This design comes from an exercise in tuning for small area, a short achievable clock period and few clock cycles on the open sky130 flow, not from production work. Function was checked by simulation only, so behaviour that the tests miss may differ from the original.

Setup of run A:
Design JAM, start of the top module:
module JAM (
	input CLK,
	input RST,
	output [2:0] W,
	output [2:0] J,
	input [6:0] Cost,
	output [3:0] MatchCount,
	output reg [9:0] MinCost,
	output reg Valid
);
integer k;
localparam S_ITER = 2'd0, S_WALK = 2'd1, S_BM = 2'd2, S_DONE = 2'd3;
reg [1:0] st;
reg [2:0] ph;         
reg       first;      
reg [7:0] pend;       
reg [2:0] jc;         
reg [2:0] r;          
reg       dec;        
reg       spec1;      
reg       specok;     
reg       vA;         
reg [7:0] used;       
reg [7:0] inT;        
reg [7:0] mt;         
reg       walking;    
reg [3:0] rdone;      
reg       ddone;      
reg [8:0] K;          
reg [2:0] L;
reg       res;
reg [3:0] cnt;
reg [7:0] nv [0:7];   
reg [7:0] ur [0:7];   
reg [8:0] M  [0:7];   
reg [2:0] way[0:7];
reg [7:0] wroot;
reg [2:0] p  [0:7];   
reg [7:0] T  [0:7];   
reg [8:0] D;          
reg [2:0] j0;         
reg [2:0] wj;         
reg [2:0] wrow;       
reg [2:0] jA, rowA;
reg [9:0] nvKA;       
reg [8:0] MA;
reg [2:0] pA;
reg       mtA, lastA, startA;
reg       pfA;        
reg [7:0] pnA;
reg [2:0] jnA;
reg [8:0] Dmin;
reg [2:0] j1;
reg [2:0] pbest;
reg       mtbest;
reg       pfbest;
reg [7:0] pnbest;
reg [2:0] jnbest;
reg [2:0] stk [0:5];
reg [5:0] hm;         
assign MatchCount = cnt;
function [2:0] lowest;
	input [7:0] m;
	begin
		casez (m)
			8'b???????1: lowest = 3'd0;
			8'b??????10: lowest = 3'd1;
			8'b?????100: lowest = 3'd2;
			8'b????1000: lowest = 3'd3;
  ...
Size: about 3800 cells after synthesis, ~32000 um^2 of cells after synthesis.
Settings: LEC_CHECK=0, ABC_AREA=1, CAP_MARGIN=20, CORE_MARGIN=2, CORE_UTILIZATION=50, SETUP_SLACK_MARGIN=0.3, SLEW_MARGIN=20; clock period 5.0 ns.
run.sh (not shown) runs the stock make flow with config.mk's settings and CLKGATE_MAP_FILE= SYNTH_SCRIPT=/design/flow/synth_recipe.tcl, a recipe that flattens the netlist after the stock synthesis.
Testbench counts of run A, summed over its fixed seeds: cycles 3,082.
Modified inputs, run B compared to run A
- CORE_UTILIZATION changed from 50 to 40
### Flow results
Run B gives more number of fillers in the final layout than run A did. Run A → run B: final area has increased; non-clock buffer count moved down; count of clock-buffer cells in the layout saw a decrease; starting utilization of the core area decreased 10 points; via count saw a decrease. Compared with run A, placement density in the core of run B is lower. In the floorplan summary, run B is listed with a die area greater than that of run A. Taking run A as the reference, in run B critical path depth went up, met3 global-route usage -1.7 points.
[inputs] run C vs run B
- a deleted SETUP_SLACK_MARGIN that had been 0.3
[summary]
Overall track demand over capacity in global routing for run C is lower than for run B. Going from run B to run C, final area shrank slightly. Looking at run B and run C, the global routing met1 resource utilization is a wash. Run C -> run B: adder-cell area share of the yosys netlist delta 0, exact match. Looking at run B and run C, the number of placed instances, taps included is a wash.
The following lists how run D was set up differently from run C:
- SETUP_SLACK_MARGIN newly set to 0.3
- CORE_UTILIZATION changed from 40 to 58
[summary]
There was hardly any difference in flip-flop and latch share of the layout cell area between run C and run D.
Between run C and run D, non-clock buffer count in the final layout decreased.
Summary of run D over run C: number of antenna cells inserted now sits higher; critical path depth now sits lower; routed wire length moved up; net count reported at finish was more or less identical; multi-input combinational cell area saw an increase.
### run D -> run E
- SETUP_SLACK_MARGIN: 0.3 -> 0.8
- CORE_UTILIZATION: 58 -> 40
### Flow results
Re count of cells along the worst hold path: no difference whatsoever between run D and run E. Run D has a lower total buffers and inverters traversed by the critical path than run E. Launching instance or port of the critical path: jA[0]$_DFF_P_ -> run E, jA[2]$_DFF_P_ -> run D. Run E has met2 demand-to-capacity share in global routing below what run D had. The die of run E is larger than the one used in run D. Going from run D to run E, final area grows by about 5.5%. Run D ended up with sky130_fd_sc_hd__ha_1 as its cell with the largest stage delay on the worst path; run E ended up with sky130_fd_sc_hd__a221oi_1. Between run E and run D, the critical path depth is higher for run E.

==> port drivers added, routing unchanged <==
How much do the figures lean on ideal ports? The routed layouts below were timed once more, with nothing changed but the port constraints.
Step 1, drivers: a clkbuf_16 drives CLK and a buf_2 each remaining input, both assumed.
Step 2 adds t to the input delays and takes it off the output delays; t is the mean of the earliest and latest rising clock arrival at the registers after step 1. Input paths then give back, and output paths get back, about the clock's delay inside the block.
Three values: ideal, step 1, step 2; two values: the first two.
run	t, ns	slack for setup (ns)	worst data-port slew with drivers (ns)
run A	0.695	0.482 / 0.482 / 0.482	0.05
run B	0.712	0.456 / 0.456 / 0.456	0.03
run C	0.712	0.387 / 0.387 / 0.387	0.03
run D	0.705	0.448 / 0.448 / 0.448	0.03
run E	0.702	0.573 / 0.573 / 0.481	0.03
After both steps setup and hold are still met in every run listed. For run E, which loses most, drivers alone change the setup slack by 0.000 ns; drivers and shift together by -0.092 ns.
